Context: an optimization exercise on an open-source flow, tuned for small area. The choices shown serve that exercise and are no tape-out recipe.
Function was checked by simulation only, so behaviour that the tests miss may differ from the original.
The clock port is modelled as an ideal driver, which makes a skipped or thinned clock tree look cheaper than it is; a real chip needs a root buffer or a tree.
Power figures rest on the tool's default switching activity, not on a simulated workload.

job 1916:
==> flow/design.v (excerpt) <==
module top(input clk,sys_rst,
            input [15:0] din,
            output [15:0] dout,
            output dout_valid,
            output din_ack,
            output [15:0] imem_addr,
            input [31:0] imem_data,
            output halted
);
    localparam [1:0] S_INIT = 2'd0, S_EXEC = 2'd1, S_UPD = 2'd2, S_HALT = 2'd3;
    reg [4:0]  ph;
    reg [1:0]  st;
    reg        cp;         
    reg        jt;         
    reg        pcc;        
    reg        cf, zf, sf, vf;
    reg [15:0] pc;
    reg [15:0] T;          
    reg [15:0] sg;         
    reg [511:0] gq;        
    reg [255:0] dq;        
    wire [3:0] b    = ph[3:0];
    wire       half = ph[4];
    wire       b0   = (b == 4'd0);
    wire       b15  = (b == 4'd15);
    wire [4:0]  op   = imem_data[31:27];
    wire [4:0]  rdst = imem_data[26:22];
    wire [4:0]  rs1  = imem_data[21:17];
    wire        imm  = imem_data[16];
    wire [4:0]  rs2  = imem_data[15:11];
  ...
Size: about 1200 cells after synthesis, about 830 flip-flops, ~85 I/O pins, about 20000 um^2 of cells after synthesis.
==> flow/config.mk <==
export PLATFORM = sky130hd
export DESIGN_NAME = top
export DESIGN_NICKNAME = top
export VERILOG_FILES = /design/flow/design.v
export SDC_FILE = /design/flow/constraint.sdc
export NUM_CORES = 8
export LEC_CHECK = 0
export CAP_MARGIN = 20
export CORE_MARGIN = 2
export CORE_UTILIZATION = 75
export SLEW_MARGIN = 20
==> flow/constraint.sdc <==
create_clock -name core_clock -period 15.0 [get_ports {clk}]
set_input_delay 3.0000 -clock core_clock [delete_from_list [all_inputs] [get_ports {clk}]]
set_output_delay 3.0000 -clock core_clock [all_outputs]
set_load 0.01 [all_outputs]
standard.sh (not shown) runs the stock make flow with config.mk's settings and CLKGATE_MAP_FILE= SYNTH_SCRIPT=/design/flow/synth_recipe.tcl, a recipe that flattens the netlist after the stock synthesis.
==> flow/flow/run.sh <==
#!/bin/bash
# Own layout flow: the standard flow (standard synthesis, floorplan, power grid
# and tap cells unchanged) with two settings changed:
#  - every port gets a buf_1 as its port buffer (instead of the default buffer cell)
#  - clock tree synthesis builds larger sink clusters and inserts no dummy loads
# Each tool writes its own log under orfs/logs/; make's output goes to flow_make.log.
set -euo pipefail
cd "$(dirname "$0")/.."
source flow/params.sh
export BUFFER_PORTS_ARGS="-buffer_cell sky130_fd_sc_hd__buf_1"
export CTS_ARGS="-sink_clustering_enable -repair_clock_nets -dont_use_dummy_load -buf_list ${CTS_BUFS} -sink_clustering_size ${CTS_SIZE} -sink_clustering_max_diameter ${CTS_DIAM}"
bash standard.sh finish > flow_make.log 2>&1
==> flow/flow/params.sh <==
CTS_BUFS=sky130_fd_sc_hd__clkbuf_16
CTS_SIZE=35
CTS_DIAM=40
Job 1916: all stages complete, timing, DRC and antenna checks passed
### job 1916 -> job 1919
Settings: a change of CORE_UTILIZATION from 75 to 60.
[summary]
Looking only at arrival time at the worst endpoint, and setting everything else aside, the lower value of job 1916 and job 1919 goes to job 1919. The higher final clock period utilization by the worst path of job 1916 and job 1919 is in job 1916. Against job 1916 as the reference, job 1919 delivers a higher growth of design area from synthesis to finish. Of the two candidates, job 1916 has the worse post-detailed-placement half-perimeter wirelength and job 1919 the better one. Between job 1916 and job 1919, the post-layout net count is higher for job 1919. First-pass GRT wire length ended up about 23% lower on job 1919 than on job 1916. Job 1919 has detailed-routed wire length on met2 below what job 1916 had. Compared with job 1916, job 1919 shows sequential group share of total power lower by 1.4 points.


Setup of lane 1:
top, a different RTL version from the one above (not shown whole).
For scale: ~1,200 cells after synthesis, roughly 830 flip-flops, about 85 I/O pins, about 20,000 um^2 of cells after synthesis.
clock: 15.0 ns
lec_check: 0
cap_margin: 20
core_margin: 2
core_utilization: 72
slew_margin: 20
==> flow/flow/run.sh <==
#!/bin/bash
# Own layout flow. It is the standard flow (standard synthesis, floorplan,
# power grid, tap cells, placement, routing, finishing unchanged) except:
#  - every port gets a buf_1 as its port buffer (BUFFER_PORTS_ARGS)
#  - the clock tree is built by flow/cts.tcl instead of TritonCTS: balanced
#    groups of flip-flops, each driven by one leaf buffer, all leaf buffers
#    driven by one root buffer (see flow/cts.tcl); ORFS's post-CTS timing
#    repair still runs.
# Each tool's output goes to its own log: ORFS writes one log per step under
# orfs/logs/, and make's output for each part goes to flow_*.log here.
set -euo pipefail
cd "$(dirname "$0")/.."
source flow/params.sh
export BUFFER_PORTS_ARGS="-buffer_cell sky130_fd_sc_hd__buf_1"
export CTS_LEAF_SINKS CTS_LEAF_CELL CTS_ROOT_CELL CTS_MAX_SLEW
bash standard.sh place > flow_place.log 2>&1
bash standard.sh run RUN_SCRIPT="$PWD/flow/cts.tcl" RUN_LOG_NAME_STEM=4_1_cts > flow_cts.log 2>&1
bash standard.sh finish > flow_finish.log 2>&1
==> flow/flow/cts.tcl <==
# Clock tree built by hand, in place of TritonCTS.
#
# The flip-flops are split by recursive bisection of their placed positions
# into groups of about CTS_LEAF_SINKS; each group is driven by one leaf clock
# buffer (CTS_LEAF_CELL) at the group's centre, and one root buffer
# (CTS_ROOT_CELL), driven by the clock port, drives all leaf buffers. After
# legalisation, every leaf whose worst clock-pin slew (placement parasitics)
# is over CTS_MAX_SLEW ns is split in two, until none is.
# Then the usual post-CTS steps of ORFS's cts.tcl: repair timing, legalise,
# write 4_1_cts.odb and 4_cts.sdc.
set leaf_sinks $::env(CTS_LEAF_SINKS)
set leaf_cell $::env(CTS_LEAF_CELL)
set root_cell $::env(CTS_ROOT_CELL)
set max_slew $::env(CTS_MAX_SLEW)
source $::env(SCRIPTS_DIR)/load.tcl
erase_non_stage_variables cts
load_design 3_place.odb 3_place.sdc

set block [ord::get_db_block]
set clk_net [$block findNet clk]

proc mkinst { name cell } {
  set m [[ord::get_db] findMaster $cell]
  return [odb::dbInst_create [ord::get_db_block] $m $name]
}
proc mknet { name } {
  set n [odb::dbNet_create [ord::get_db_block] $name]
  $n setSigType CLOCK
  return $n
}

# split items ({x y ...}) into n groups of nearly equal size by recursive bisection
proc bisect { items n } {
  if { $n <= 1 } { return [list $items] }
  set xs [lmap i $items { lindex $i 0 }]
  set ys [lmap i $items { lindex $i 1 }]
  set dx [expr {[tcl::mathfunc::max {*}$xs] - [tcl::mathfunc::min {*}$xs]}]
  set dy [expr {[tcl::mathfunc::max {*}$ys] - [tcl::mathfunc::min {*}$ys]}]
  set k [expr {$dx >= $dy ? 0 : 1}]
  set sorted [lsort -integer -index $k $items]
  set n1 [expr {$n / 2}]
  set cut [expr {int(round(double([llength $items]) * $n1 / $n))}]
  return [concat [bisect [lrange $sorted 0 [expr {$cut - 1}]] $n1] \
            [bisect [lrange $sorted $cut end] [expr {$n - $n1}]]]
}

proc centre { items } {
  set sx 0.0; set sy 0.0
  foreach i $items { set sx [expr {$sx + [lindex $i 0]}]; set sy [expr {$sy + [lindex $i 1]}] }
  set n [llength $items]
  return [list [expr {int($sx / $n)}] [expr {int($sy / $n)}]]
}

# place inst's centre near (x, y), on the site grid; detailed placement legalises it
proc put { inst x y } {
  set m [$inst getMaster]
  set x [expr {$x - [$m getWidth] / 2}]
  set y [expr {$y - [$m getHeight] / 2}]
  $inst setLocation [expr {($x / 460) * 460}] [expr {($y / 2720) * 2720}]
  $inst setPlacementStatus PLACED
}

# sinks: {x y iterm}
set sinks {}
foreach it [$clk_net getITerms] {
  set b [[$it getInst] getBBox]
  lappend sinks [list [expr {([$b xMin] + [$b xMax]) / 2}] [expr {([$b yMin] + [$b yMax]) / 2}] $it]
}
puts "own CTS: [llength $sinks] sinks on net clk"

set root [mkinst ctsroot $root_cell]
set root_net [mknet clknet_root]
[$root findITerm X] connect $root_net
[$root findITerm A] connect $clk_net

# leaf name -> group of sinks
set nleaves 0
proc make_leaf { group } {
  global nleaves leaf_cell root_net leaf_of
  set name "ctsleaf_$nleaves"
  set inst [mkinst $name $leaf_cell]
  set net [mknet "clknet_leaf_$nleaves"]
  [$inst findITerm X] connect $net
  [$inst findITerm A] connect $root_net
  foreach s $group {
    set it [lindex $s 2]
    $it disconnect
    $it connect $net
  }
  lassign [centre $group] cx cy
  put $inst $cx $cy
  set leaf_of($name) $group
  incr nleaves
}

# remove every leaf, reconnecting its sinks to the clock net
proc clear_leaves { } {
  global leaf_of nleaves clk_net
  set block [ord::get_db_block]
  foreach name [array names leaf_of] {
    set inst [$block findInst $name]
    set net [[$inst findITerm X] getNet]
    foreach s $leaf_of($name) {
      set it [lindex $s 2]
      $it disconnect
      $it connect $clk_net
    }
    [$inst findITerm A] disconnect
    [$inst findITerm X] disconnect
    odb::dbInst_destroy $inst
    odb::dbNet_destroy $net
  }
  array unset leaf_of
  set nleaves 0
}

proc leaf_slew { name } {
  set net [[ord::get_db_block] findNet [string map {ctsleaf_ clknet_leaf_} $name]]
  set worst 0.0
  foreach it [$net getITerms] {
    if {[$it isOutputSignal]} continue
    set pin [get_pins [[$it getInst] getName]/[[$it getMTerm] getName]]
    set worst [expr {max($worst, [get_property $pin slew_max_rise], [get_property $pin slew_max_fall])}]
  }
  return $worst
}

set_placement_padding -global \
  -left $::env(CELL_PAD_IN_SITES_DETAIL_PLACEMENT) \
  -right $::env(CELL_PAD_IN_SITES_DETAIL_PLACEMENT)
set_propagated_clock [all_clocks]
lassign [centre $sinks] cx cy
put $root $cx $cy

# CTS_LEAF_SINKS sinks per leaf, then split every leaf whose slew is over
# CTS_MAX_SLEW in two, until none is
set n [expr {int(ceil(double([llength $sinks]) / $leaf_sinks))}]
foreach g [bisect $sinks $n] { make_leaf $g }
for {set round 0} {$round < 20} {incr round} {
  detailed_placement
  estimate_parasitics -placement
  set bad {}
  set worst 0.0
  foreach name [lsort -dictionary [array names leaf_of]] {
    set s [leaf_slew $name]
    set worst [expr {max($worst, $s)}]
    if { $s > $max_slew } { lappend bad $name }
  }
  puts [format "own CTS: %d leaves, worst clock-pin slew %.4f, %d over" $nleaves $worst [llength $bad]]
  if { [llength $bad] == 0 } break
  foreach name $bad {
    lassign [bisect $leaf_of($name) 2] g1 g2
    set inst [[ord::get_db_block] findInst $name]
    foreach s $g2 {
      [lindex $s 2] disconnect
      [lindex $s 2] connect $clk_net
    }
    set leaf_of($name) $g1
    lassign [centre $g1] cx cy
    put $inst $cx $cy
    make_leaf $g2
  }
}

foreach name [lsort -dictionary [array names leaf_of]] {
  puts [format "own CTS leaf %s: %d sinks, slew %.4f" $name [llength $leaf_of($name)] [leaf_slew $name]]
}
report_clock_skew

repair_timing_helper
detailed_placement
check_placement -verbose
estimate_parasitics -placement
report_clock_skew
report_worst_slack -min
report_worst_slack -max

orfs_write_db $::env(RESULTS_DIR)/4_1_cts.odb
orfs_write_sdc $::env(RESULTS_DIR)/4_cts.sdc
Other scripts of this flow, unchanged in this note and not shown: flow/flow/params.sh
The inputs of lane 2 differ from those of lane 1 as listed below.
diff --git a/flow/config.mk b/flow/config.mk
--- a/flow/config.mk
+++ b/flow/config.mk
@@ -8,4 +8,4 @@
 export CAP_MARGIN = 20
 export CORE_MARGIN = 2
-export CORE_UTILIZATION = 72
+export CORE_UTILIZATION = 55
 export SLEW_MARGIN = 20
--- outcome ---
- Looking only at reg2reg setup slack, and setting everything else aside, the higher value of lane 1 and lane 2 goes to lane 2.
- When lane 2 is measured against lane 1, its final-layout worst hold slack turns out 0.0055 ns higher.
- Lane 1 ended up with met4 as its top routing layer in use; lane 2 ended up with met5.
- Lane 1 ended up with met2 as its most used routing layer in global routing; lane 2 ended up with met1.
- Looking at combined global-route utilization of all metal layers, lane 2 sits 9.6 points below lane 1.
- On lane 2: total wire length is about 20% lower than what lane 1 gave.
Input-level comparison between lane 3 and lane 2:
diff --git a/flow/flow/cts.tcl b/flow/flow/cts.tcl
--- a/flow/flow/cts.tcl
+++ b/flow/flow/cts.tcl
@@ -168,4 +168,32 @@
 report_clock_skew
 
+# Downsize logic cells that synthesis sized up: each combinational cell that is
+# not a clock buffer and not a port buffer goes to the smallest drive strength
+# of its kind; repair_design and repair_timing below size up again where needed.
+set ndown 0
+set lib_cells {}
+foreach inst [$block getInsts] {
+  set m [$inst getMaster]
+  set mname [$m getName]
+  if { ![regexp {^(sky130_fd_sc_hd__[a-z0-9]+)_([0-9]+)$} $mname -> base drive] } continue
+  if { [string match *df* $base] || [string match *clk* $base] || [string match *dly* $base] } continue
+  if { [string match *tap* $base] || [string match *fill* $base] || [string match *decap* $base] } continue
+  if { [regexp {^(input|output)[0-9]+$} [$inst getName]] } continue
+  set best ""
+  foreach d {0 1} {
+    set cand [[ord::get_db] findMaster ${base}_$d]
+    if { $cand != "NULL" && [$cand getWidth] < [$m getWidth] } { set best $cand; break }
+  }
+  if { $best == "" } continue
+  if { [lsearch -exact $::env(DONT_USE_CELLS) [$best getName]] >= 0 } continue
+  replace_cell [$inst getName] [$best getName]
+  incr ndown
+}
+puts "own CTS: downsized $ndown cells"
+estimate_parasitics -placement
+repair_design_helper
+detailed_placement
+estimate_parasitics -placement
+
 repair_timing_helper
 detailed_placement
diff --git a/flow/config.mk b/flow/config.mk
--- a/flow/config.mk
+++ b/flow/config.mk
@@ -8,4 +8,4 @@
 export CAP_MARGIN = 20
 export CORE_MARGIN = 2
-export CORE_UTILIZATION = 55
+export CORE_UTILIZATION = 65
 export SLEW_MARGIN = 20
[summary]
Lower routing usage on met1 among lane 3 and lane 2: lane 2. For lane 3, the end point of the critical path was sg[14]$_DFF_P_, unlike lane 2, where it was sg[15]$_DFF_P_. Total negative slack came out exactly the same in lane 3 and lane 2. A highest metal layer with signal wires of met5 is what lane 2 shows, while met4 belongs to lane 3. [compare] base=lane 2 new=lane 3: combinational power share essentially unchanged, cell count decreased 3.7%, fraction of final layout cells with drive strength greater than 1 decreased 0.54 points, final total power decreased 0.94%, power dissipated in the clock network decreased about 2.8%. Lane 3 did not stop at any stage, and its layout met the timing, DRC and antenna checks. On initial detailed-routing violation count, lane 2 loses to lane 3.
In every run of this note, the design's own scripts or RTL, not TritonCTS, make the clock network.


The RTL this note starts from:
==> flow/design.v <==
`timescale 1ns/1ps
module top(input clk,sys_rst,
            input [15:0] din,
            output [15:0] dout,
            output dout_valid,
            output din_ack,
            output [15:0] imem_addr,
            input [31:0] imem_data,
            output halted
);
    localparam [1:0] S_INIT = 2'd0, S_EXEC = 2'd1, S_UPD = 2'd2, S_HALT = 2'd3;
    reg [4:0]  ph;
    reg [1:0]  st;
    reg        cp;         
    reg        jt;         
    reg        pcc;        
    reg        cf, zf, sf, vf;
    reg [15:0] pc;
    reg [15:0] T;          
    reg [15:0] sg;         
    reg [511:0] gq;        
    reg [255:0] dq;        
    wire [3:0] b    = ph[3:0];
    wire       half = ph[4];
    wire       b0   = (b == 4'd0);
    wire       b15  = (b == 4'd15);
    wire [4:0]  op   = imem_data[31:27];
    wire [4:0]  rdst = imem_data[26:22];
    wire [4:0]  rs1  = imem_data[21:17];
    wire        imm  = imem_data[16];
    wire [4:0]  rs2  = imem_data[15:11];
    wire [15:0] isrc = imem_data[15:0];
    wire exec = (st == S_EXEC);
    wire upd  = (st == S_UPD);
    wire init = (st == S_INIT);
    wire op_mul  = (op == 5'd4);
    wire op_add  = (op == 5'd2);
    wire op_sub  = (op == 5'd3);
    wire op_gdm  = (op == 5'd12);
    wire op_din  = (op == 5'd13);
    wire op_dout = (op == 5'd14);
    wire op_dgpr = (op == 5'd15);
    wire op_jmp  = (op[4:3] == 2'b10) | (op == 5'd24);
    wire op_halt = (op == 5'd25);
    wire writes  = (op <= 5'd11) | op_dgpr;
    wire dmw     = op_gdm | op_din;
    wire [15:0] ghead, gmid;
    wire [7:0]  dhead, dmid;
    genvar gi;
    generate
        for (gi = 0; gi < 16; gi = gi + 1) begin : gt
            assign ghead[gi] = gq[32*gi + 31];
            assign gmid[gi]  = gq[32*gi + 15];
        end
        for (gi = 0; gi < 8; gi = gi + 1) begin : dt
            assign dhead[gi] = dq[32*gi + 31];
            assign dmid[gi]  = dq[32*gi + 15];
        end
    endgenerate
    wire [31:0] gtap = {gmid, ghead};
    wire [15:0] dtap = {dmid, dhead};
    wire [4:0] selb  = writes ? rs2 : rdst;
    wire a_bit = gtap[{rs1[4] ^ half, rs1[3:0]}];
    wire r_bit = gtap[{selb[4] ^ half, selb[3:0]}];
    wire m_bit = dtap[{isrc[3] ^ half, isrc[2:0]}];
    wire i_bit = isrc[b];
    wire d_bit = din[b];
    wire bb    = imm ? i_bit : r_bit;
    wire ua    = imm ? i_bit : a_bit;
    wire final_w = op_mul ? (cp & (half == rdst[4])) :
                   writes ? (half == rdst[4]) :
                   dmw    ? (half == isrc[3]) : 1'b1;
    wire mstep = exec & op_mul & cp & final_w;
    wire clr   = exec & op_mul & ~cp;
    wire y     = mstep & a_bit;
    wire [15:0] pp = {16{y}} & T;
    wire [16:0] msum = {1'b0, sg} + {1'b0, pp};
    wire bx   = bb ^ op_sub;
    wire cin  = b0 ? op_sub : cf;
    wire sum  = a_bit ^ bx ^ cin;
    wire cout = (a_bit & bx) | (a_bit & cin) | (bx & cin);
    reg res;
    always @(*) begin
        case (op)
            5'd0:  res = sg[0];
            5'd1:  res = ua;
            5'd2:  res = sum;
            5'd3:  res = sum;
            5'd4:  res = msum[0];
            5'd5:  res = a_bit | bb;
            5'd6:  res = a_bit & bb;
            5'd7:  res = a_bit ^ bb;
            5'd8:  res = ~(a_bit ^ bb);
            5'd9:  res = ~(a_bit & bb);
            5'd10: res = ~(a_bit | bb);
            5'd11: res = ~ua;
            5'd15: res = m_bit;
            default: res = r_bit;
        endcase
    end
    reg jcond;
    always @(*) begin
        case (op)
            5'd16: jcond = 1'b1;
            5'd17: jcond = cf;
            5'd18: jcond = ~cf;
            5'd19: jcond = sf;
            5'd20: jcond = ~sf;
            5'd21: jcond = zf;
            5'd22: jcond = ~zf;
            5'd23: jcond = vf;
            5'd24: jcond = ~vf;
            default: jcond = 1'b0;
        endcase
    end
    wire gwe  = exec & final_w & writes;
    wire dwe  = exec & final_w & dmw;
    wire dbit = op_din ? d_bit : a_bit;
    assign din_ack    = exec & final_w & op_din & b15;
    assign dout_valid = upd & b0 & op_dout;
    assign dout       = T;
    assign imem_addr  = pc;
    assign halted     = (st == S_HALT);
    integer i;
    always @(posedge clk) begin
        for (i = 0; i < 16; i = i + 1)
            gq[32*i +: 32] <= {gq[32*i +: 31],
                               (gwe && rdst[3:0] == i) ? res : gq[32*i + 31]};
        for (i = 0; i < 8; i = i + 1)
            dq[32*i +: 32] <= {dq[32*i +: 31],
                               (dwe && isrc[2:0] == i) ? dbit : dq[32*i + 31]};
    end
    always @(posedge clk)
        sg <= {mstep ? msum[16] : (clr ? 1'b0 : sg[0]), msum[15:1]};
    wire tshift = (exec & op_mul & ~cp) | (exec & final_w & (op_dout | op_jmp)) | (upd & jt);
    wire tin    = op_mul ? bb : (op_dout ? m_bit : i_bit);
    always @(posedge clk)
        if (tshift) T <= {tin, T[15:1]};
    wire pshift = (upd | init) & ~b15;
    wire pcy    = b0 ? pc[0] : pcc;
    wire nb     = init ? 1'b0 : (jt ? T[1] : (pc[1] ^ pcy));
    always @(posedge clk) begin
        pcc <= pcy & pc[1];
        if (pshift) pc[15:1] <= {nb, pc[15:2]};
        if ((upd | init) & b0) pc[0] <= init ? 1'b0 : (jt ? isrc[0] : ~pc[0]);
    end
    always @(posedge clk) begin
        if (sys_rst) begin
            ph <= 5'd0;
            st <= S_INIT;
            cp <= 1'b0;
            cf <= 1'b0;
            zf <= 1'b0;
            sf <= 1'b0;
            vf <= 1'b0;
        end else begin
            ph <= ph + 5'd1;
            case (st)
                S_INIT: if (b15) st <= S_EXEC;
                S_EXEC: begin
                    if (b0) jt <= jcond;
                    if (b0 & op_halt) st <= S_HALT;
                    else if (b15 & final_w) st <= S_UPD;
                    if (b15 & op_mul) cp <= 1'b1;
                    cf <= b15 ? (op_add & cout) : cout;
                    zf <= (b0 ? 1'b1 : zf) & ~res;
                    if (b15) begin
                        sf <= res;
                        vf <= (op_add | op_sub) & (cin ^ cout);
                    end
                end
                S_UPD: begin
                    if (cp) begin
                        zf <= zf & ~sg[0];
                        if (b15) sf <= sg[0];
                    end
                    if (b15) begin
                        st <= S_EXEC;
                        cp <= 1'b0;
                    end
                end
                default: ;
            endcase
        end
    end
endmodule
export LEC_CHECK = 0
export CAP_MARGIN = 20
export CORE_MARGIN = 2
export CORE_UTILIZATION = 40
export CTS_BUF_LIST = sky130_fd_sc_hd__clkbuf_16
export CTS_CLUSTER_DIAMETER = 60
export CTS_CLUSTER_SIZE = 30
export SLEW_MARGIN = 20
create_clock -name core_clock -period 15.0 [get_ports {clk}]
run.sh (not shown) runs the stock make flow with config.mk's settings and CLKGATE_MAP_FILE= SYNTH_SCRIPT=/design/flow/synth_recipe.tcl, a recipe that flattens the netlist after the stock synthesis.
Stock flow here: none of the scripts above is used.
The starting point finished with timing, DRC and antenna clean.
Edit:
CTS_CLUSTER_DIAMETER = 50   (was 60)
CTS_CLUSTER_SIZE = 40   (was 30)
Outcome: Worst setup slack gains 0.018 ns. Flip-flop and latch count is unchanged. Synthesized area stays the same. Global-route usage came out higher by 0.17 points. Count of clock-buffer cells in the layout grows by 9.
Edit:
CTS_BUF_LIST = default   (was sky130_fd_sc_hd__clkbuf_16)
CTS_CLUSTER_DIAMETER = default   (was 50)
CTS_CLUSTER_SIZE = default   (was 40)
=> First-iteration DRC count went down by 4.8%. Clock-buffer cell count went up by 56. Area after synthesis stays the same.

what the ideal ports hide:
The flow's constraints put no driver on any port. The routed layouts listed below were extracted and timed again, unchanged, in two steps.
Step 1: set_driving_cell puts a clkbuf_16 on clk and a buf_2 on each other input, an assumption about the parent block.
Step 2 adds t to the input delays and takes it off the output delays; t is the mean of the earliest and latest rising clock arrival at the registers after step 1. Input paths then give back, and output paths get back, about the clock's delay inside the block.
Slacks: no drivers / after step 1 / after step 2; pairs: no drivers / after step 1.
| run | shift t [ns] | setup WS [ns] | hold slack, ns | worst setup path at the end |
|---|---|---|---|---|
| job 1916 | 0.600 | 1.983 / 2.005 / 1.405 | 0.288 / 0.288 / 0.288 | input to register |
| job 1919 | 0.612 | 2.622 / 2.632 / 2.020 | 0.288 / 0.288 / 0.288 | input to register |
| lane 1 | 0.635 | 3.145 / 3.153 / 2.518 | 0.297 / 0.297 / 0.297 | input to register |
| lane 2 | 0.645 | 3.436 / 3.433 / 2.788 | 0.303 / 0.303 / 0.303 | input to register |
| lane 3 | 0.637 | 3.316 / 3.312 / 2.674 | 0.328 / 0.328 / 0.328 | input to register |
| the first run of note 3 | 0.641 | 5.648 / 5.580 / 5.580 | 0.314 / 0.314 / 0.314 | input to output |
| the second run of note 3 | 0.645 | 5.666 / 5.602 / 5.602 | 0.309 / 0.309 / 0.309 | input to output |
| the third run of note 3 | 0.663 | 5.647 / 5.581 / 5.581 | 0.304 / 0.304 / 0.304 | input to output |
After both steps every run listed still meets setup and hold. For lane 2, which loses most, drivers alone change the setup slack by -0.003 ns; drivers and shift together by -0.648 ns.
